Source: an optimization exercise on an open RTL-to-GDS flow (aim: small area and a short achievable clock period). Production flows keep margins and buffers that such runs may drop. Function was checked by simulation only, so behaviour that the tests miss may differ from the original. No activity file was given, so power comes from the tool's default toggle rates.

==> flow/design.v (outline; a module is shown in full before it is edited, if it fits) <==
// module mk_mac: 970 lines
module mk_mac(CLK,
	      RST_N,
	      put_inp_A_a,
	      EN_put_inp_A,
	      RDY_put_inp_A,
	      put_inp_B_b,
	      EN_put_inp_B,
	      RDY_put_inp_B,
	      put_inp_C_c,
	      EN_put_inp_C,
	      RDY_put_inp_C,
	      put_inp_sel_sel,
	      EN_put_inp_sel,
	      RDY_put_inp_sel,
	      get_mac_op,
	      RDY_get_mac_op);
  // ...
==> flow/flow/run.sh <==
#!/bin/bash
# Standard synthesis, then the standard layout steps with faster port
# buffers and a tighter timing-repair target.
set -e
bash standard.sh synth > synth.log 2>&1
bash standard.sh "BUFFER_PORTS_ARGS=-buffer_cell sky130_fd_sc_hd__buf_2" SETUP_SLACK_MARGIN=6.3 finish > layout.log 2>&1
==> flow/standard.sh <==
#!/bin/bash
# synth_recipe.tcl (not shown) runs the flow's synth.tcl, then flattens the netlist and writes it again
# the make line also repeats each setting of config.mk as NAME=value (left out here)
make -C /OpenROAD-flow-scripts/flow DESIGN_CONFIG=/design/flow/config.mk WORK_HOME=/design/flow/orfs CLKGATE_MAP_FILE= SYNTH_SCRIPT=/design/flow/synth_recipe.tcl "${@:-finish}"
==> flow/config.mk <==
export PLATFORM = sky130hd
export DESIGN_NAME = mk_mac
export DESIGN_NICKNAME = mk_mac
export VERILOG_FILES = /design/flow/design.v
export SDC_FILE = /design/flow/constraint.sdc
export NUM_CORES = 8
export LEC_CHECK = 0
export ABC_AREA = 0
export CAP_MARGIN = 0
export CORE_MARGIN = 2
export CORE_UTILIZATION = 65
export CTS_CLUSTER_DIAMETER = 100
export CTS_CLUSTER_SIZE = 30
export PLACE_DENSITY = 0.75
export SLEW_MARGIN = 0
export TNS_END_PERCENT = 5
==> flow/constraint.sdc <==
create_clock -name core_clock -period 9.0 [get_ports {CLK}]
set_input_delay 1.8000 -clock core_clock [delete_from_list [all_inputs] [get_ports {CLK}]]
set_output_delay 1.8000 -clock core_clock [all_outputs]
set_load 0.01 [all_outputs]
==> out/summary.txt, run 1 <==
IO Port Bufs -> 102
Internal power -> 5.392 mW
Crit path launch -> rg_out[26]
Non-clock buffers -> 132
Layout non-clock buf frac -> 0.03137
YS warnings -> 1
Yosys reg bits -> 652
Initial antenna violation count -> 1
DP HPWL -> 37.85 mm
R2R cell count -> 11
EDFF count, synth -> 98
Switch share -> 0.3407
Multi-Input Combinational -> 1264
CP Capture Point -> get_mac_op[26]
Status -> timing/DRC/antenna clean
Headroom to the max-slew limit -> 0.2414
Drt pass-1 iters -> 5
Critical path's slowest cell -> dfxtp_2
Synth area leaders -> dfxtp_1 45%, edfxtp_1 12%, fa_1 4.8%, ha_1 4.8%, mux2i_1 3.3%
Routed wire length per instance -> 18.25 um
Worst reg2reg startpoint -> t4_sub
# H-tree levels -> 1
Placed cell count -> 2672
M1 WL -> 22.16 mm
Die area -> 39790 um2
Worst EP required -> 7.20 ns
Hold slack -> 0.3047 ns
GR Layer Usage met2 -> 0.4506
Critical path's top delay family -> flip-flops
Highest clock rate -> 348.9 MHz
Worst Min Path Start -> t0_c[26]
Seq. pwr -> 4.13 mW
Prevailing post-synth register cell -> dfxtp_1
==> run 2: changes to the inputs <==
--- a/flow/design.v
+++ b/flow/design.v
@@ -444,61 +444,59 @@
   wire       nswp = npc9[8];                     
   wire [7:0] npc = npc9[7:0];
   wire [7:0] ncp = ce2 - t2_e;
   wire [7:0] ndif = nswp ? ncp : npc;
   wire       nexc = (t2_e == 8'd255) | ci2;
   wire       nboth0 = (t2_e == 8'd0) & cz2;
   wire       nasel = nexc ? (ci2 & (t2_e != 8'd255))
                           : (nboth0 | ({t2_e, t2_f} <= {ce2, t2_c[22:16]}));
-  wire       z3 = (k3 == 2'd3) ? nboth0 : (k3 == 2'd1) ? cz2 : 1'b0;
-  reg        t3_s, t3_asel, t3_exc, t3_nan;
+  wire       z3   = (k3 == 2'd3) ? nboth0 : (k3 == 2'd1) ? cz2 : 1'b0;
+  wire       exc3 = (k3 == 2'd3) ? nexc : (k3 == 2'd1) ? ci2 : 1'b1;
+  wire       nan3 = (t2_c[22:0] != 23'd0) | ((k3 == 2'd3) ? (t2_f != 7'd0) : (k3 == 2'd0));
+  reg        t3_s, t3_asel;
   reg [4:0]  t3_sh;
   reg [7:0]  t3_e;
   reg [6:0]  t3_f;
   reg [22:0] t3_cf;
   reg        t3_cs;
   always @(posedge CLK) begin
     t3_s  <= t2_s;
     t3_cs <= t2_c[31];
-    t3_cf <= z3 ? 23'd0 : t2_c[22:0];
+    t3_cf <= exc3 ? {nan3, 22'd0} : z3 ? 23'd0 : t2_c[22:0];
+    t3_f  <= exc3 ? {nan3, 6'd0} : ((k3 == 2'd3) & ~nboth0) ? t2_f : 7'd0;
     case (k3)
       2'd3: begin
-        t3_f <= nboth0 ? 7'd0 : t2_f; t3_e <= nswp ? ce2 : t2_e; t3_asel <= nasel;
+        t3_e <= nswp ? ce2 : t2_e; t3_asel <= nasel;
         t3_sh <= (nexc | (ndif[7:5] != 3'd0)) ? 5'd31 : ndif[4:0];
-        t3_exc <= nexc; t3_nan <= (t2_c[22:0] != 23'd0) | (t2_f != 7'd0);
       end
       2'd1: begin
-        t3_f <= 7'd0; t3_e <= ce2; t3_asel <= 1'b1;
+        t3_e <= ce2; t3_asel <= 1'b1;
         t3_sh <= (ci2 | (ce2[7:5] != 3'd0)) ? 5'd31 : ce2[4:0];
-        t3_exc <= ci2; t3_nan <= (t2_c[22:0] != 23'd0);
       end
       default: begin
-        t3_f <= {~k3[1], 6'd0}; t3_e <= 8'd255; t3_asel <= 1'b0;
+        t3_e <= 8'd255; t3_asel <= 1'b0;
         t3_sh <= 5'd31;
-        t3_exc <= 1'b1; t3_nan <= (t2_c[22:0] != 23'd0) | ~k3[1];
       end
     endcase
   end
   wire        asel = t3_asel;
   wire [22:0] mf3 = {t3_f, 16'd0};
   wire [22:0] af3 = asel ? t3_cf : mf3;
   wire [22:0] bf3 = asel ? mf3 : t3_cf;
   wire [26:0] bm3 = {1'b1, bf3, 3'b0};
   wire        sub3 = t3_s ^ t3_cs;
   wire [26:0] shf3 = (bm3 >> t3_sh) ^ {27{sub3}};
-  reg        t4_sub, t4_s, t4_exc, t4_nan;
+  reg        t4_sub, t4_s;
   reg [7:0]  t4_e;
   reg [22:0] t4_a;
   reg [26:0] t4_b;
   always @(posedge CLK) begin
     t4_sub <= sub3;
     t4_s   <= asel ? t3_cs : t3_s;
-    t4_exc <= t3_exc;
-    t4_nan <= t3_nan;
     t4_e   <= t3_e + 8'd2;
     t4_a   <= af3;
     t4_b   <= shf3;
   end
   wire ad_g1 = 1'b0 & t4_b[0];
   wire ad_x2 = 1'b0 ^ t4_b[0];
   wire ad_g3 = 1'b0 & t4_b[1];
   wire ad_x4 = 1'b0 ^ t4_b[1];
@@ -707,23 +705,21 @@
   wire ad_s207 = ad_x44 ^ ad_g170;
   wire ad_s208 = ad_x46 ^ ad_g172;
   wire ad_s209 = ad_x48 ^ ad_g174;
   wire ad_s210 = ad_x50 ^ ad_g176;
   wire ad_s211 = ad_x52 ^ ad_g178;
   wire ad_s212 = ad_x54 ^ ad_g180;
   wire ad_s213 = ad_x56 ^ ad_g182;
   wire [27:0] sum4 = {ad_s213, ad_s212, ad_s211, ad_s210, ad_s209, ad_s208, ad_s207, ad_s206, ad_s205, ad_s204, ad_s203, ad_s202, ad_s201, ad_s200, ad_s199, ad_s198, ad_s197, ad_s196, ad_s195, ad_s194, ad_s193, ad_s192, ad_s191, ad_s190, ad_s189, ad_s188, ad_s187, ad_s186};
-  reg        t5_s, t5_exc, t5_nan;
+  reg        t5_s;
   reg [7:0]  t5_e;
   reg [27:0] t5_m;
   always @(posedge CLK) begin
     t5_s   <= t4_s;
-    t5_exc <= t4_exc;
-    t5_nan <= t4_nan;
     t5_e   <= t4_e;
     t5_m   <= sum4;
   end
   wire lz_v1 = t5_m[27] | t5_m[26];
   wire lz_c2 = ~t5_m[27];
   wire lz_v3 = t5_m[25] | t5_m[24];
   wire lz_c4 = ~t5_m[25];
   wire lz_v5 = t5_m[23] | t5_m[22];
@@ -808,39 +804,37 @@
   wire lz_c84 = lz_v73 ? lz_c74 : lz_c79;
   wire lz_c85 = lz_v73 ? lz_c75 : lz_c80;
   wire lz_c86 = lz_v73 ? lz_c76 : lz_c81;
   wire lz_c87 = lz_v73 ? lz_c77 : lz_c82;
   wire lz_c88 = ~lz_v73;
   wire lz_v = lz_v83;
   wire [4:0] lz_c = {lz_c88, lz_c87, lz_c86, lz_c85, lz_c84};
   wire [4:0] lz = lz_v ? lz_c : 5'd2;
-  reg        t6_s, t6_exc, t6_nan;
+  reg        t6_s;
   reg [7:0]  t6_e;
   reg [4:0]  t6_l, t6_ln;          
   reg [27:0] t6_m;
   always @(posedge CLK) begin
     t6_s   <= t5_s;
-    t6_exc <= t5_exc;
-    t6_nan <= t5_nan;
     t6_e   <= t5_e;                 
     t6_l   <= lz;
     t6_ln  <= ~lz;
     t6_m   <= t5_m;
   end
   wire [27:0] nm = t6_m << t6_l;
   wire v6 = vld[6];
   reg        t7_s, t7_rnd;
   reg [7:0]  t7_e;
   reg [22:0] t7_f;
   always @(posedge CLK) begin
     t7_s   <= v6 & t6_s;
-    t7_e   <= ~v6 ? 8'd0 : t6_exc ? 8'd255 : t6_e + {3'b111, t6_ln};    
-    t7_f   <= ~v6 ? 23'd0 : t6_exc ? (t6_nan ? 23'h400000 : 23'd0) : nm[26:4];
-    t7_rnd <= v6 & ~t6_exc & nm[3] & (nm[4] | (nm[2:0] != 3'd0));
+    t7_e   <= ~v6 ? 8'd0 : t6_e + {3'b111, t6_ln};    
+    t7_f   <= ~v6 ? 23'd0 : nm[26:4];
+    t7_rnd <= v6 & nm[3] & (nm[4] | (nm[2:0] != 3'd0));
   end
   wire ri_g1 = 1'b0 | (t7_f[1] & (t7_rnd & t7_f[0]));
   wire ri_p2 = t7_f[1] & t7_f[0];
   wire ri_g3 = 1'b0;
   wire ri_p4 = t7_f[3] & t7_f[2];
   wire ri_g5 = 1'b0;
   wire ri_p6 = t7_f[5] & t7_f[4];
   wire ri_g7 = 1'b0;
==> out/summary.txt, run 2 <==
YS warnings -> 1 (unchanged)
Clk buf depth -> 3 (unchanged)
Worst Min Path Start -> t0_e[4] (was t0_c[26])
Non-filler cells, final -> 2720 (was 2732)
Post-route setup TNS -> 0 ns (unchanged)
Startpoint types -> flop (unchanged)
Internal power -> 5.417 mW (was 5.392 mW)
Worst reg2reg startpoint -> t0_r0[0] (was t4_sub)
Filler Cell Count -> 2689 (was 2784)
Headroom to the max-slew limit -> 0.2830 (was 0.2414)
Critical path's slowest cell -> a2111oi_4 (was dfxtp_2)
Crit path launch -> t0_r0[0] (was rg_out[26])
Count leader, synth -> dfxtp_1 (unchanged)
Leakage power -> 11.31 nW (was 11.47 nW)
Avg Cell Area, Syn -> 11.72 um2 (was 11.76 um2)
Vias in the first global route -> 14630 (was 14780)
Largest net degree at the start of global routing -> 47 (was 45)
Min Tclk post-route -> 2.916 ns (was 2.866 ns)
Synthesized area -> 24700 um2 (was 24840 um2)
Placed cell count -> 2669 (was 2672)
IO Port Bufs -> 102 (unchanged)
R2R cell count -> 11 (unchanged)
Worst EP arrival -> 3.40 ns (was 1.07 ns)
CTS Hold Buffers Added -> 0 (unchanged)
Drt pass-1 iters -> 5 (unchanged)
Fin nets -> 2422 (was 2435)
Post-synth cell types -> 67 (was 72)
Register area share after synthesis -> 0.5616 (was 0.5650)
Top post-synthesis cells by count -> 546 x dfxtp_1, 142 x inv_1, 123 x nand2_1 (was 554 x dfxtp_1, 131 x inv_1, 117 x nor2_1)
Yosys reg bits -> 644 (was 652)
Core Area -> 37580 um2 (was 37670 um2)
Clk pwr share -> 0.172 (was 0.165)
I/O Pins -> 108 (unchanged)
Tightest Pin Transition -> 1.074 ns (was 1.132 ns)
Period utilization -> 0.3240 (was 0.3185)
Sink Count -> 644 (was 652)
Commonest non-fill, non-tap cells in the layout -> 540 x dfxtp_1, 142 x inv_1, 123 x nand2_1 (was 539 x dfxtp_1, 130 x inv_1, 117 x nor2_1)
DR vias -> 14730 (was 14850)
Post-synth top area cell -> dfxtp_1 (unchanged)
Worst EP required -> 9.49 ns (was 7.20 ns)
Unrepaired setup endpoints after global routing -> yes (unchanged)
Design area -> 26660 um2 (was 26850 um2)
Async S/R FF share, synth -> 0 (unchanged)
# H-tree levels -> 1 (unchanged)
Area share of the largest cell type after synthesis -> 0.4425 (was 0.4465)
Via-to-Cell Ratio -> 5.417 (was 5.434)
Num CTS Buffers -> 25 (unchanged)
Critical path's top delay family -> compound AO/OA/AOI/OAI gates (was flip-flops)
Grt total ovfl -> 0 (unchanged)
Worst Path Buf+Inv -> 0 (was 1)
CP peak stage delay -> 0.45 ns (was 0.38 ns)
WS Path Type -> flop to flop (was flop to primary output)
Synth area leaders -> dfxtp_1 44%, edfxtp_1 12%, fa_1 4.9%, ha_1 4.9%, xnor2_1 3.2% (was dfxtp_1 45%, edfxtp_1 12%, fa_1 4.8%, ha_1 4.8%, mux2i_1 3.3%)
Antenna-violating nets left -> 0 (unchanged)
Prevailing post-synth register cell -> dfxtp_1 (unchanged)
P_sw -> 2.753 mW (was 2.786 mW)
Hold Path Cell Cnt -> 0 (unchanged)
Clk_skew -> 0.02359 ns (was 0.03683 ns)
Max-cap violation count -> 0 (unchanged)
Worst setup EP type -> flop (was primary output)
Max Slew Vio Count -> 0 (unchanged)
Pwr dens -> 306.4 nW/um2 (was 304.6 nW/um2)
Setup-failing EPs final -> 0 (unchanged)
Total power -> 8.170 mW (was 8.178 mW)
Area Growth Syn to Fin -> 7.927% (was 8.080%)
Clock latency (worst-skew pair) -> 0.60 ns (was 0.61 ns)
Final worst slack -> 6.084 ns (was 6.134 ns)
Switch share -> 0.3369 (was 0.3407)
VDD IR max -> 0.0002494 V (was 0.0002038 V)
Min-delay worst type -> flop to flop (unchanged)
Most frequent CP cell -> a21o_1
Diode count -> 0 (was 1)
Gate power share -> 0.332 (was 0.330)
Worst-path cell chain -> ha_2, fa_2, a21o_1, a21o_1, a2111oi_4, o31ai_4, a41o_1, a211oi_2, o21bai_1, a21o_1, ha_1 (was buf_6)
CTS tree -> yes (unchanged)
Worst-path clk slew -> 0.11 ns (was 0.12 ns)
DP HPWL -> 37.42 mm (was 37.85 mm)
Die Span Y -> 198.9 um (was 199.5 um)
EDFF count, synth -> 98 (unchanged)
Hold EP -> t1_e[4] (was t1_c[26])
Routed wire length per instance -> 17.83 um (was 18.25 um)
Routed WL -> 48.50 mm (was 49.85 mm)
# rows -> 71 (unchanged)
Placed Area -> 25730 um2 (was 25810 um2)
Reg-to-Reg End -> t1_q[0] (was t5_m[17])
RePlAce Congestion -> 0.9164 (was 0.9464)
Dpl ws -> 5.445 ns (was 5.769 ns)
CP max FO -> 3 (was 1)
Cell count after synthesis -> 2108 (was 2112)
Root buffer cell -> clkbuf_16 (unchanged)
Status -> timing/DRC/antenna clean (unchanged)
Commonest non-fill, non-tap cell in the layout -> dfxtp_1 (unchanged)
Initial antenna violation count -> 1 (unchanged)
Sequential share of power -> 0.496 (was 0.505)
Die area -> 39580 um2 (was 39790 um2)
Highest clock rate -> 343.0 MHz (was 348.9 MHz)
Final hold violation count -> 0 (unchanged)
R2R Setup Slk -> 6.08 ns (was 6.21 ns)
Fraction of final layout cells sized beyond drive strength 1 -> 0.1227 (was 0.1234)
Iteration-0 DRC Markers -> 781 (was 765)
GRT Overall Usage -> 0.2493 (was 0.2535)
Global-route wire length before repair -> 76.15 mm (was 77.87 mm)
DIE WIDTH -> 198.9 um (was 199.5 um)
Starting Density -> 0.6574 (was 0.6594)
Residual DRC -> 0 (unchanged)
run 2: cell count changes after synthesis, moves of 10 or more:
cell	delta
o211ai_1	+10
mux2i_1	-19
nand2_1	+14
mux4_2	+11
inv_1	+11
nor2b_1	+13
and2_1	+13
o21ai_0	-14
clkbuf_1	+11
run 2: stage by stage:
step	hold slack (ns)	utilization
2_1_floorplan	0.3096	-
3_3_place_gp	0.3100	0.6847
3_5_place_dp	0.3121	0.6847
4_1_cts	0.3225	0.7084
5_1_grt	0.3343	0.7095
6_report	0.3278	0.7095
run 2: cell families (layout without fill, tap and decap cells):
group,Yosys count,count (layout),share of synthesized area
muxes,144,144,0.07618
AOI/OAI and AO/OA,256,256,0.06681
xor gates and xnor gates,140,140,0.04964
adders and majority gates,156,156,0.09725
buffers and inverters,214,311,0.03353
DFF,644,644,0.5616
and+or+nand+nor,553,553,0.1148
other,1,5,0.0001518
run 2: layout make-up:
cell class | count | area (um2) | share of cell area
repair buffers | 126 | 703.2 | 0.02638
flip-flops and latches | 644 | 13880 | 0.5206
well taps | 511 | 639.4 | 0.02398
inverters | 144 | 540.5 | 0.02027
clock inverters | 4 | 88.84 | 0.003332
clock buffers | 37 | 670.6 | 0.02515
multi-input cells | 1254 | 10140 | 0.3802
run 2: layer usage:
| layer | track usage | vias to the layer above | part of all wire |
|---|---|---|---|
| li1 | - | 7298 | - |
| met1 | 0.3344 | 7038 | 0.45 |
| met2 | 0.4283 | 323 | 0.48 |
| met3 | 0.02492 | 75 | 0.037 |
| met4 | 0.08015 | 0 | 0.034 |
| met5 | 0 | - | 0 |
run 2: worst max-delay path by stage:
stage / endpoint / slack (ns) / cells past startpoint
floorplan: t1_q[0] / 6.21 / 11
global placement: t3_sh[3] / 5.56 / 10
detailed placement: t3_sh[3] / 5.45 / 10
CTS: t1_q[0] / 6.07 / 11
global route: t5_m[22] / 5.95 / 10
finish: t1_q[0] / 6.08 / 11
run 2: repair_timing:
action / 4_1_cts / 5_1_grt
endpoints found under the setup margin: 90 / 144
setup buffers: 10 / 0
pin swaps: 8 / 0
gates resized for setup: 15 / 7
gates cloned: 0 / 0
run 2: power groups by stage:
stage	Combinational, mW	Sequential, mW	Clock (mW)
after global routing	3.04	4.12	1.53
after global placement	2.58	4.08	0
after detailed placement	2.63	4.10	0
after floorplan	2.05	3.91	0
after CTS	2.72	4.04	1.44
final	2.71	4.05	1.41
==> run 3: changes to the inputs <==
==> flow/flow/run.sh (replaced) <==
#!/bin/bash
# Standard synthesis, then the standard layout steps with faster port
# buffers and a tighter timing-repair target.
set -e
bash standard.sh synth > synth.log 2>&1
bash standard.sh "BUFFER_PORTS_ARGS=-buffer_cell sky130_fd_sc_hd__buf_2" SETUP_SLACK_MARGIN=6.15 finish > layout.log 2>&1
--- a/flow/config.mk
+++ b/flow/config.mk
@@ -13,4 +13,3 @@
 export CTS_CLUSTER_SIZE = 30
 export PLACE_DENSITY = 0.75
 export SLEW_MARGIN = 0
-export TNS_END_PERCENT = 5
==> out/summary.txt, run 3 <==
Antenna-violating nets left -> 0 (unchanged)
Hold slack -> 0.3258 ns (was 0.3278 ns)
Post-synth cell types -> 67 (unchanged)
Period utilization -> 0.3196 (was 0.3240)
Uppermost routed layer -> met4 (unchanged)
Leakage power -> 11.44 nW (was 11.31 nW)
Placed Area -> 25720 um2 (was 25730 um2)
Grt total ovfl -> 0 (unchanged)
Sequential share of power -> 0.492 (was 0.496)
Routed wire length per instance -> 18.00 um (was 17.83 um)
Vias in the first global route -> 14630 (about the same)
Routed WL -> 49.47 mm (was 48.50 mm)
Headroom to the max-slew limit -> 0.2317 (was 0.2830)
GRT Overall Usage -> 0.2514 (was 0.2493)
Routed met2 length -> 24.34 mm (was 23.19 mm)
IO Port Bufs -> 102 (unchanged)
# H-tree levels -> 1 (unchanged)
Area Growth Syn to Fin -> 9.426% (was 7.927%)
Final hold violation count -> 0 (unchanged)
Startpoint types -> flop (unchanged)
Max Slew Vio Count -> 0 (unchanged)
Fin nets -> 2448 (was 2422)
Post-route setup TNS -> 0 ns (unchanged)
DIE WIDTH -> 198.9 um (unchanged)
# rows -> 71 (unchanged)
Synthesized area -> 24700 um2 (unchanged)
WS Path Type -> flop to primary output (was flop to flop)
Status -> timing/DRC/antenna clean (unchanged)
Die Span Y -> 198.9 um (unchanged)
Worst EP arrival -> 1.08 ns (was 3.40 ns)
Worst-path cell chain -> buf_6 (was ha_2, fa_2, a21o_1, a21o_1, a2111oi_4, o31ai_4, a41o_1, a211oi_2, o21bai_1, a21o_1, ha_1)
Root buffer cell -> clkbuf_16 (unchanged)
Critical path's slowest cell -> dfxtp_2 (was a2111oi_4)
Yosys reg bits -> 644 (unchanged)
VDD IR max -> 0.0001733 V (was 0.0002494 V)
Async S/R FF share, synth -> 0 (unchanged)
Min Tclk post-route -> 2.877 ns (was 2.916 ns)
CTS Hold Buffers Added -> 0 (unchanged)
Largest net degree at the start of global routing -> 46 (was 47)
Iteration-0 DRC Markers -> 842 (was 781)
Clock latency (worst-skew pair) -> 0.60 ns (about the same)
Total power -> 8.260 mW (was 8.170 mW)
Critical path's top delay family -> flip-flops (was compound AO/OA/AOI/OAI gates)
Cell count after synthesis -> 2108 (unchanged)
Global-route wire length before repair -> 76.62 mm (was 76.15 mm)
Avg Cell Area, Syn -> 11.72 um2 (unchanged)
Tightest Pin Transition -> 1.151 ns (was 1.074 ns)
Max-cap violation count -> 0 (unchanged)
Num CTS Buffers -> 25 (unchanged)
Worst Path Buf+Inv -> 1 (was 0)
Initial antenna violation count -> 1 (unchanged)
Commonest non-fill, non-tap cell in the layout -> dfxtp_1 (unchanged)
Internal power -> 5.473 mW (was 5.417 mW)
Area share of the largest cell type after synthesis -> 0.4425 (unchanged)
Count leader, synth -> dfxtp_1 (unchanged)
Fraction of final layout cells sized beyond drive strength 1 -> 0.1475 (was 0.1227)
Core Area -> 37580 um2 (unchanged)
Clk pwr share -> 0.170 (was 0.172)
Pwr dens -> 305.6 nW/um2 (was 306.4 nW/um2)
Unrepaired setup endpoints after global routing -> yes (unchanged)
Min-delay worst type -> flop to flop (unchanged)
Gate power share -> 0.338 (was 0.332)
Via-to-Cell Ratio -> 5.380 (was 5.417)
I/O Pins -> 108 (unchanged)
Worst EP required -> 7.20 ns (was 9.49 ns)
Residual DRC -> 0 (unchanged)
Worst-path clk slew -> 0.12 ns (was 0.11 ns)
Highest clock rate -> 347.6 MHz (was 343.0 MHz)
Dpl ws -> 5.381 ns (was 5.445 ns)
CTS tree -> yes (unchanged)
Commonest non-fill, non-tap cells in the layout -> 518 x dfxtp_1, 142 x inv_1, 123 x nand2_1 (was 540 x dfxtp_1, 142 x inv_1, 123 x nand2_1)
Routed met3 length -> 1.734 mm (was 1.778 mm)
P_sw -> 2.787 mW (was 2.753 mW)
Worst setup EP type -> primary output (was flop)
YS warnings -> 1 (unchanged)
Drt pass-1 iters -> 5 (unchanged)
Die area -> 39580 um2 (unchanged)
Design area -> 27030 um2 (was 26660 um2)
Synth area leaders -> dfxtp_1 44%, edfxtp_1 12%, fa_1 4.9%, ha_1 4.9%, xnor2_1 3.2% (unchanged)
CP max FO -> 1 (was 3)
Top post-synthesis cells by count -> 546 x dfxtp_1, 142 x inv_1, 123 x nand2_1 (unchanged)
Register area share after synthesis -> 0.5616 (unchanged)
Prevailing post-synth register cell -> dfxtp_1 (unchanged)
M1 WL -> 22.24 mm (was 21.89 mm)
Clk_skew -> 0.02822 ns (was 0.02359 ns)
Clk buf depth -> 3 (unchanged)
DP HPWL -> 37.70 mm (was 37.42 mm)
EDFF count, synth -> 98 (unchanged)
Switch share -> 0.3374 (was 0.3369)
Setup-failing EPs final -> 0 (unchanged)
Sink Count -> 644 (unchanged)
Filler Cell Count -> 2654 (was 2689)
RePlAce Congestion -> 0.8970 (was 0.9164)
Starting Density -> 0.6574 (unchanged)
Final worst slack -> 6.123 ns (was 6.084 ns)
CP peak stage delay -> 0.37 ns (was 0.45 ns)
DR vias -> 14790 (was 14730)
Post-synth top area cell -> dfxtp_1 (unchanged)
==> run 3: cells by family (layout without fill, tap and decap cells) <==
group	after synthesis	count (layout)	synth area share
simple gates	553	553	0.1148
xor+xnor	140	140	0.04964
buf+inv	214	339	0.03353
other cells	1	6	0.0001518
compound gates	256	256	0.06681
mux	144	144	0.07618
flops	644	644	0.5616
fa+ha+maj	156	156	0.09725
==> run 3: worst paths after layout <==
| check | from | endpoint | slack (ns) | cells past startpoint |
|---|---|---|---|---|
| max | rg_out[11] | get_mac_op[11] | 6.12 | 1 |
| min | t1_c[10] | t2_c[10] | 0.33 | 0 |
| max reg2reg | t0_r0[0] | t1_q[0] | 6.17 | 11 |
| min reg2reg | t1_c[10] | t2_c[10] | 0.33 | 0 |
==> run 3: final cells by class <==
cell class              count  area (um2)  area share
well taps                 511       639.4     0.02365
diodes                      1       2.502  0.00009258
clock buffers              40       701.9     0.02597
repair buffers            152       993.5     0.03675
multi-input cells        1254       10180      0.3766
clock inverters             3       58.81    0.002176
inverters                 144       540.5     0.02000
flip-flops and latches    644       13920      0.5148
==> run 3: what timing repair did <==
action | in CTS | in global routing
setup buffers | 16 | 21
setup endpoints to repair | 53 | 95
gates resized for setup | 31 | 44
pin swaps | 12 | 18
==> run 3: worst register-to-register path, stage by stage, from the launching register on <==
cell and delay, ns:
dfxtp_2 0.35, ha_4 0.15, fa_2 0.33, a21o_1 0.17, a21o_1 0.19, a2111oi_4 0.39, o31ai_4 0.09, a41o_1 0.22
a211oi_2 0.26, o21bai_1 0.12, a21o_1 0.20, ha_2 0.30
==> run 3: per-stage QoR <==
step,std cells,util
final,2749,0.7193
after global routing,2748,0.7193
after CTS,2727,0.7109
after detailed placement,2668,0.6843
after global placement,2668,0.6843
after floorplan,2112,-
==> run 3: power groups by stage <==
stage / clock network [mW] / logic (mW) / registers, mW
2_1_floorplan: 0 / 2.05 / 3.91
6_report: 1.40 / 2.79 / 4.07
3_5_place_dp: 0 / 2.63 / 4.12
4_1_cts: 1.44 / 2.73 / 4.05
3_3_place_gp: 0 / 2.58 / 4.09
5_1_grt: 1.53 / 3.12 / 4.14
==> run 3: layer usage <==
layer / vias to the layer above / track usage
met3: 59 / 0.02577
li1: 7352 / -
met2: 293 / 0.4402
met4: 0 / 0.06689
met5: - / 0
met1: 7086 / 0.3348
==> run 4: changes to the inputs <==
==> flow/flow/run.sh (replaced) <==
#!/bin/bash
# Standard synthesis, then the standard layout steps with faster port
# buffers and a tighter timing-repair target.
set -e
bash standard.sh synth > synth.log 2>&1
bash standard.sh "BUFFER_PORTS_ARGS=-buffer_cell sky130_fd_sc_hd__buf_2" SETUP_SLACK_MARGIN=6.25 finish > layout.log 2>&1
--- a/flow/config.mk
+++ b/flow/config.mk
@@ -13,3 +13,4 @@
 export CTS_CLUSTER_SIZE = 30
 export PLACE_DENSITY = 0.75
 export SLEW_MARGIN = 0
+export TNS_END_PERCENT = 30
==> out/summary.txt, run 4 <==
Clk_skew -> 0.02564 ns (was 0.02822 ns)
Critical path's slowest cell -> a2111oi_4 (was dfxtp_2)
Fraction of final layout cells sized beyond drive strength 1 -> 0.1375 (was 0.1475)
Min Tclk post-route -> 3.003 ns (was 2.877 ns)
Residual DRC -> 0 (unchanged)
CP max FO -> 3 (was 1)
CTS tree -> yes (unchanged)
Fin nets -> 2439 (was 2448)
Pwr dens -> 305.1 nW/um2 (was 305.6 nW/um2)
DR vias -> 14930 (was 14790)
Leakage power -> 11.40 nW (was 11.44 nW)
Initial antenna violation count -> 1 (unchanged)
Worst Path Buf+Inv -> 0 (was 1)
Clk buf depth -> 3 (unchanged)
Placed Area -> 25730 um2 (was 25720 um2)
Die Span Y -> 198.9 um (unchanged)
Period utilization -> 0.3337 (was 0.3196)
# H-tree levels -> 1 (unchanged)
CTS Hold Buffers Added -> 0 (unchanged)
Area Growth Syn to Fin -> 8.955% (was 9.426%)
Unrepaired setup endpoints after global routing -> yes (unchanged)
# rows -> 71 (unchanged)
Critical path's top delay family -> compound AO/OA/AOI/OAI gates (was flip-flops)
Prevailing post-synth register cell -> dfxtp_1 (unchanged)
Commonest non-fill, non-tap cells in the layout -> 531 x dfxtp_1, 142 x inv_1, 123 x nand2_1 (was 518 x dfxtp_1, 142 x inv_1, 123 x nand2_1)
Max-cap violation count -> 0 (unchanged)
Count leader, synth -> dfxtp_1 (unchanged)
Avg Cell Area, Syn -> 11.72 um2 (unchanged)
Die area -> 39580 um2 (unchanged)
WS Path Type -> flop to flop (was flop to primary output)
Starting Density -> 0.6574 (unchanged)
R2R cell count -> 11 (unchanged)
IO Port Bufs -> 102 (unchanged)
Worst-path cell chain -> ha_4, fa_2, a21o_1, a21o_1, a2111oi_4, o31ai_4, a41o_1, a211oi_2, o21bai_1, a21o_1, ha_2 (was buf_6)
Highest clock rate -> 333.0 MHz (was 347.6 MHz)
Synthesized area -> 24700 um2 (unchanged)
Antenna-violating nets left -> 0 (unchanged)
Status -> timing/DRC/antenna clean (unchanged)
Top post-synthesis cells by count -> 546 x dfxtp_1, 142 x inv_1, 123 x nand2_1 (unchanged)
Min-delay worst type -> flop to flop (unchanged)
Global-route wire length before repair -> 77.06 mm (was 76.62 mm)
Sink Count -> 644 (unchanged)
Max Slew Vio Count -> 0 (unchanged)
R2R Setup Slk -> 6.00 ns (was 6.17 ns)
Num CTS Buffers -> 25 (unchanged)
Cell count after synthesis -> 2108 (unchanged)
Drt pass-1 iters -> 5 (unchanged)
DP HPWL -> 37.42 mm (was 37.70 mm)
Iteration-0 DRC Markers -> 881 (was 842)
Vias in the first global route -> 14710 (was 14630)
Design area -> 26910 um2 (was 27030 um2)
Worst EP arrival -> 3.55 ns (was 1.08 ns)
Worst setup EP type -> flop (was primary output)
Clock latency (worst-skew pair) -> 0.60 ns (about the same)
Routed wire length per instance -> 18.14 um (was 18.00 um)
Most frequent CP cell -> a21o_1
Crit path launch -> t0_r0[0] (was rg_out[11])
RePlAce Congestion -> 0.9164 (was 0.8970)
Worst EP required -> 9.54 ns (was 7.20 ns)
Async S/R FF share, synth -> 0 (unchanged)
I/O Pins -> 108 (unchanged)
Via-to-Cell Ratio -> 5.453 (was 5.380)
CP Capture Point -> t1_q[0] (was get_mac_op[11])
Reg-to-Reg End -> t1_q[0] (unchanged)
Diode count -> 0 (was 1)
Register area share after synthesis -> 0.5616 (unchanged)
Post-synth top area cell -> dfxtp_1 (unchanged)
DIE WIDTH -> 198.9 um (unchanged)
Tightest Pin Transition -> 1.058 ns (was 1.151 ns)
Worst reg2reg startpoint -> t0_r0[0] (unchanged)
Crit path depth -> 11 (was 1)
EDFF count, synth -> 98 (unchanged)
Grt total ovfl -> 0 (unchanged)
Startpoint types -> flop (unchanged)
Commonest non-fill, non-tap cell in the layout -> dfxtp_1 (unchanged)
Post-synth cell types -> 67 (unchanged)
Post-route setup TNS -> 0 ns (unchanged)
YS warnings -> 1 (unchanged)
Routed WL -> 49.64 mm (was 49.47 mm)
Headroom to the max-slew limit -> 0.2936 (was 0.2317)
Yosys reg bits -> 644 (unchanged)
Area share of the largest cell type after synthesis -> 0.4425 (unchanged)
CP peak stage delay -> 0.45 ns (was 0.37 ns)
VDD IR max -> 0.0002504 V (was 0.0001733 V)
Core Area -> 37580 um2 (unchanged)
Final hold violation count -> 0 (unchanged)
Synth area leaders -> dfxtp_1 44%, edfxtp_1 12%, fa_1 4.9%, ha_1 4.9%, xnor2_1 3.2% (unchanged)
Root buffer cell -> clkbuf_16 (unchanged)
Setup-failing EPs final -> 0 (unchanged)
Largest net degree at the start of global routing -> 45 (was 46)
GRT Overall Usage -> 0.2535 (was 0.2514)
Worst-path clk slew -> 0.11 ns (was 0.12 ns)
[run 4: cell counts after synthesis]
No cell type changed its count.
[run 4: worst min-delay path by stage]
stage | startpoint | end | slack (ns) | depth (start not counted)
floorplan | t9[0] | t10[0] | 0.31 | 0
global placement | t0_e[2] | t1_e[2] | 0.31 | 0
detailed placement | t8[0] | t9[0] | 0.31 | 0
CTS | t0_e[4] | t1_e[4] | 0.32 | 0
global route | t0_c[7] | t1_c[7] | 0.33 | 0
finish | t0_e[4] | t1_e[4] | 0.33 | 0
[run 4: area by class of cell]
| class | instances | area, um2 |
|---|---|---|
| flip-flops and latches | 644 | 13890 |
| fillers | 2652 | 10660 |
| multi-input cells | 1254 | 10190 |
| repair buffers | 143 | 890.9 |
| clock buffers | 37 | 670.6 |
| well taps | 511 | 639.4 |
| inverters | 144 | 540.5 |
| clock inverters | 4 | 88.84 |
[run 4: per-stage QoR]
stage | setup slack, ns | util | hold slack (ns) | instances | total power [mW]
finish | 5.997 | 0.7162 | 0.3280 | 2737 | 8.211
global route | 5.894 | 0.7162 | 0.3343 | 2737 | 8.728
CTS | 5.974 | 0.7117 | 0.3225 | 2729 | 8.185
detailed placement | 5.445 | 0.6847 | 0.3121 | 2669 | 6.737
global placement | 5.560 | 0.6847 | 0.3100 | 2669 | 6.663
floorplan | 6.208 | - | 0.3096 | 2112 | 5.958
[run 4: power breakdown]
part / internal [mW] / leakage (nW) / switching (mW)
Clock: 0.588 / 0.365 / 0.819
Combinational: 1.27 / 5.51 / 1.48
Sequential: 3.58 / 5.52 / 0.474
Total: 5.44 / 11.4 / 2.77
[run 4: timing repair]
item                                    in CTS  in global routing
resized for setup                           21                 28
endpoints found under the setup margin      84                127
pin swaps                                    5                 10
cloned                                       1                  0
buffers inserted                            18                  8
[run 4: cell families (layout without fill, tap and decap cells)]
family,Yosys count,count (layout),synth area share
AOI/OAI and AO/OA,256,256,0.06681
buffers and inverters,214,328,0.03353
xor gates and xnor gates,140,140,0.04964
muxes,144,144,0.07618
other,1,5,0.0001518
and+or+nand+nor,553,553,0.1148
DFF,644,644,0.5616
adders and majority gates,156,156,0.09725
[run 4: metal layers]
metal	vias to the layer above	part of all wire	track usage
met1	7170	0.45	0.3386
met4	0	0.035	0.08402
met5	-	0	0
met2	339	0.48	0.4362
met3	80	0.039	0.02492
li1	7336	-	-
==> run 5: changes to the inputs <==
==> flow/flow/run.sh (replaced) <==
#!/bin/bash
# Standard synthesis, then the standard layout steps with faster port
# buffers and a tighter timing-repair target.
set -e
bash standard.sh synth > synth.log 2>&1
bash standard.sh "BUFFER_PORTS_ARGS=-buffer_cell sky130_fd_sc_hd__buf_2" SETUP_SLACK_MARGIN=6.2 finish > layout.log 2>&1
--- a/flow/config.mk
+++ b/flow/config.mk
@@ -13,4 +13,4 @@
 export CTS_CLUSTER_SIZE = 30
 export PLACE_DENSITY = 0.75
 export SLEW_MARGIN = 0
-export TNS_END_PERCENT = 30
+export TNS_END_PERCENT = 10
==> out/summary.txt, run 5 <==
I/O Pins -> 108 (unchanged)
Synth Area in Compound Gates -> 0.06681 (unchanged)
Setup-failing EPs final -> 0 (unchanged)
Internal power -> 5.406 mW (was 5.437 mW)
Via-to-Cell Ratio -> 5.389 (was 5.453)
Initial antenna violation count -> 0 (was 1)
Register area share after synthesis -> 0.5616 (unchanged)
Antenna-violating nets left -> 0 (unchanged)
Starting Density -> 0.6574 (unchanged)
Clock latency (worst-skew pair) -> 0.61 ns (was 0.60 ns)
Gate power share -> 0.335 (about the same)
Clk buf depth -> 3 (unchanged)
Sequential share of power -> 0.496 (was 0.493)
Num CTS Buffers -> 25 (unchanged)
Avg Cell Area, Syn -> 11.72 um2 (unchanged)
Min Tclk post-route -> 2.962 ns (was 3.003 ns)
Leakage power -> 11.39 nW (was 11.40 nW)
Drt pass-1 iters -> 5 (unchanged)
Headroom to the max-slew limit -> 0.2662 (was 0.2936)
Worst setup EP type -> flop (unchanged)
Worst EP arrival -> 3.46 ns (was 3.55 ns)
Post-synth cell types -> 67 (unchanged)
Post-route setup TNS -> 0 ns (unchanged)
IO Port Bufs -> 102 (unchanged)
Yosys reg bits -> 644 (unchanged)
YS warnings -> 1 (unchanged)
Largest family of logic cells by synthesized area -> simple AND/OR/NAND/NOR gates (unchanged)
Unrepaired setup endpoints after global routing -> yes (unchanged)
Worst EP required -> 9.50 ns (was 9.54 ns)
Die Span Y -> 198.9 um (unchanged)
# H-tree levels -> 1 (unchanged)
Core Area -> 37580 um2 (unchanged)
Pwr dens -> 304.4 nW/um2 (was 305.1 nW/um2)
Worst-path clk slew -> 0.12 ns (was 0.11 ns)
Synth Area in Simple Gates -> 0.1148 (unchanged)
Placed Area -> 25730 um2 (about the same)
Cell count after synthesis -> 2108 (unchanged)
Global-route wire length before repair -> 76.27 mm (was 77.06 mm)
Multi-input logic area -> 10160 um2 (was 10190 um2)
Max-cap violation count -> 0 (unchanged)
Count leader, synth -> dfxtp_1 (unchanged)
Diode count -> 0 (unchanged)
GRT Overall Usage -> 0.2500 (was 0.2535)
Final hold violation count -> 0 (unchanged)
Routed WL -> 48.70 mm (was 49.64 mm)
Die area -> 39580 um2 (unchanged)
DR vias -> 14740 (was 14930)
Total power -> 8.160 mW (was 8.211 mW)
Design area -> 26810 um2 (was 26910 um2)
DP HPWL -> 36.83 mm (was 37.42 mm)
Async S/R FF share, synth -> 0 (unchanged)
Largest net degree at the start of global routing -> 45 (unchanged)
Fraction of final layout cells sized beyond drive strength 1 -> 0.1299 (was 0.1375)
Status -> timing/DRC/antenna clean (unchanged)
EDFF count, synth -> 98 (unchanged)
Fin nets -> 2437 (was 2439)
Commonest non-fill, non-tap cell in the layout -> dfxtp_1 (unchanged)
Tightest Pin Transition -> 1.099 ns (was 1.058 ns)
XOR/XNOR Fraction of Synth Area -> 0.04964 (unchanged)
Post-synthesis mux area share -> 0.07618 (unchanged)
Routed wire length per instance -> 17.81 um (was 18.14 um)
Residual DRC -> 0 (unchanged)
Min-delay worst type -> flop to flop (unchanged)
WS Path Type -> flop to flop (unchanged)
Register area -> 13890 um2 (about the same)
Synthesized area -> 24700 um2 (unchanged)
Area Growth Syn to Fin -> 8.520% (was 8.955%)
Switch share -> 0.3375 (was 0.3378)
Clk_skew -> 0.02563 ns (was 0.02564 ns)
Area share of the largest cell type after synthesis -> 0.4425 (unchanged)
Grt total ovfl -> 0 (unchanged)
CTS tree -> yes (unchanged)
Commonest non-fill, non-tap cells in the layout -> 539 x dfxtp_1, 142 x inv_1, 123 x nand2_1 (was 531 x dfxtp_1, 142 x inv_1, 123 x nand2_1)
RePlAce Congestion -> 0.9074 (was 0.9164)
Max Slew Vio Count -> 0 (unchanged)
Vias in the first global route -> 14420 (was 14710)
Root buffer cell -> clkbuf_16 (unchanged)
Iteration-0 DRC Markers -> 814 (was 881)
Adder-cell share of the synthesized area -> 0.09725 (unchanged)
Clk pwr share -> 0.169 (was 0.171)
Filler Cell Count -> 2693 (was 2652)
CP max FO -> 3 (unchanged)
VDD IR max -> 0.0001966 V (was 0.0002504 V)
Period utilization -> 0.3291 (was 0.3337)
P_sw -> 2.754 mW (was 2.774 mW)
Sink Count -> 644 (unchanged)
DIE WIDTH -> 198.9 um (unchanged)
Synth area leaders -> dfxtp_1 44%, edfxtp_1 12%, fa_1 4.9%, ha_1 4.9%, xnor2_1 3.2% (unchanged)
Startpoint types -> flop (unchanged)
Highest clock rate -> 337.6 MHz (was 333.0 MHz)
Prevailing post-synth register cell -> dfxtp_1 (unchanged)
Hold slack -> 0.3202 ns (was 0.3280 ns)
Top post-synthesis cells by count -> 546 x dfxtp_1, 142 x inv_1, 123 x nand2_1 (unchanged)
Post-synth top area cell -> dfxtp_1 (unchanged)
# rows -> 71 (unchanged)
-- run 5: final cells by class --
class / count / share of cell area
clock buffers: 38 / 0.02516
multi-input cells: 1254 / 0.3789
repair buffers: 141 / 0.03137
well taps: 511 / 0.02385
clock inverters: 3 / 0.002474
flip-flops and latches: 644 / 0.5180
inverters: 144 / 0.02016
-- run 5: worst max-delay path, cell delays in order (launching register included) --
cell	delay [ns]
dfxtp_1	0.32
ha_2	0.18
fa_2	0.34
a21o_1	0.16
a21o_1	0.20
a2111oi_4	0.46
o31ai_4	0.13
a41o_1	0.28
a211oi_2	0.24
o21bai_1	0.11
a21o_1	0.17
ha_1	0.26
-- run 5: worst paths after layout --
path	start	end	slack, ns	cells after the start
worst max register to register	t0_r0[0]	t1_q[0]	6.04	11
worst min register to register	t0_c[27]	t1_c[27]	0.32	0
worst min-delay path	t0_c[27]	t1_c[27]	0.32	0
worst max-delay path	t0_r0[0]	t1_q[0]	6.04	11
-- run 5: cell families after synthesis --
group           count (synthesis)
flops                         644
xor+xnor                      140
compound gates                256
simple gates                  553
fa+ha+maj                     156
mux                           144
buf+inv                       214
other cells                     1
-- run 5: layer usage --
layer | wire (um) | vias to the layer above | share of wire | track usage
li1 | - | 7332 | - | -
met1 | 22280 | 7033 | 0.46 | 0.3373
met2 | 23420 | 306 | 0.48 | 0.4294
met3 | 1700 | 69 | 0.035 | 0.02594
met4 | 1300 | 0 | 0.027 | 0.07352
met5 | 0 | - | 0 | 0
-- run 5: metrics by stage --
step / util / setup slack, ns / cells
after global routing: 0.7134 / 5.942 / 2735
after CTS: 0.7096 / 5.966 / 2726
after floorplan: - / 6.192 / 2112
final: 0.7134 / 6.038 / 2735
after global placement: 0.6846 / 5.498 / 2669
after detailed placement: 0.6846 / 5.420 / 2669
-- run 5: power by group through the flow --
| stage | Combinational, mW | Clock [mW] | Sequential (mW) |
|---|---|---|---|
| after floorplan | 2.05 | 0 | 3.91 |
| after global placement | 2.57 | 0 | 4.09 |
| after detailed placement | 2.62 | 0 | 4.11 |
| after CTS | 2.68 | 1.42 | 4.04 |
| after global routing | 3.05 | 1.51 | 4.12 |
| final | 2.73 | 1.38 | 4.05 |
-- run 5: what timing repair did --
item                                    in CTS  in global routing
gates resized for setup                     17                 13
gates cloned                                 1                  0
endpoints found under the setup margin      76                 84
hold buffers                                 0                  0
setup buffers                               15                  9
pin swaps                                    3                  9

[re-timing with driven ports]
The results above use ideal ports. As a check the final layouts listed here were re-extracted and re-timed, cells and wires unchanged.
Step 1, drivers: a clkbuf_16 drives CLK and a buf_2 each remaining input, both assumed.
Step 2, shift: input delay + t, output delay - t, t = (earliest + latest rising clock arrival at the registers) / 2. This alone moves slack from input paths to output paths.
a / b / c = ideal / step 1 / step 2; a / b = the first two.
| run | t (ns) | setup WS [ns] | worst register clock-pin slew, ns | worst data-port slew with drivers (ns) |
|---|---|---|---|---|
| run 1 | 0.649 | 6.134 / 6.078 / 6.124 | 0.12 / 0.12 | 0.04 |
| run 2 | 0.647 | 6.084 / 6.050 / 6.084 | 0.11 / 0.11 | 0.04 |
| run 3 | 0.646 | 6.123 / 6.064 / 6.165 | 0.12 / 0.12 | 0.04 |
| run 4 | 0.647 | 5.997 / 5.997 / 5.997 | 0.11 / 0.11 | 0.04 |
| run 5 | 0.649 | 6.038 / 6.026 / 6.038 | 0.12 / 0.12 | 0.04 |
After both steps setup and hold are still met in every run listed. The setup slack of run 1, which loses most, moves by -0.056 ns with the drivers and by -0.010 ns with both steps.
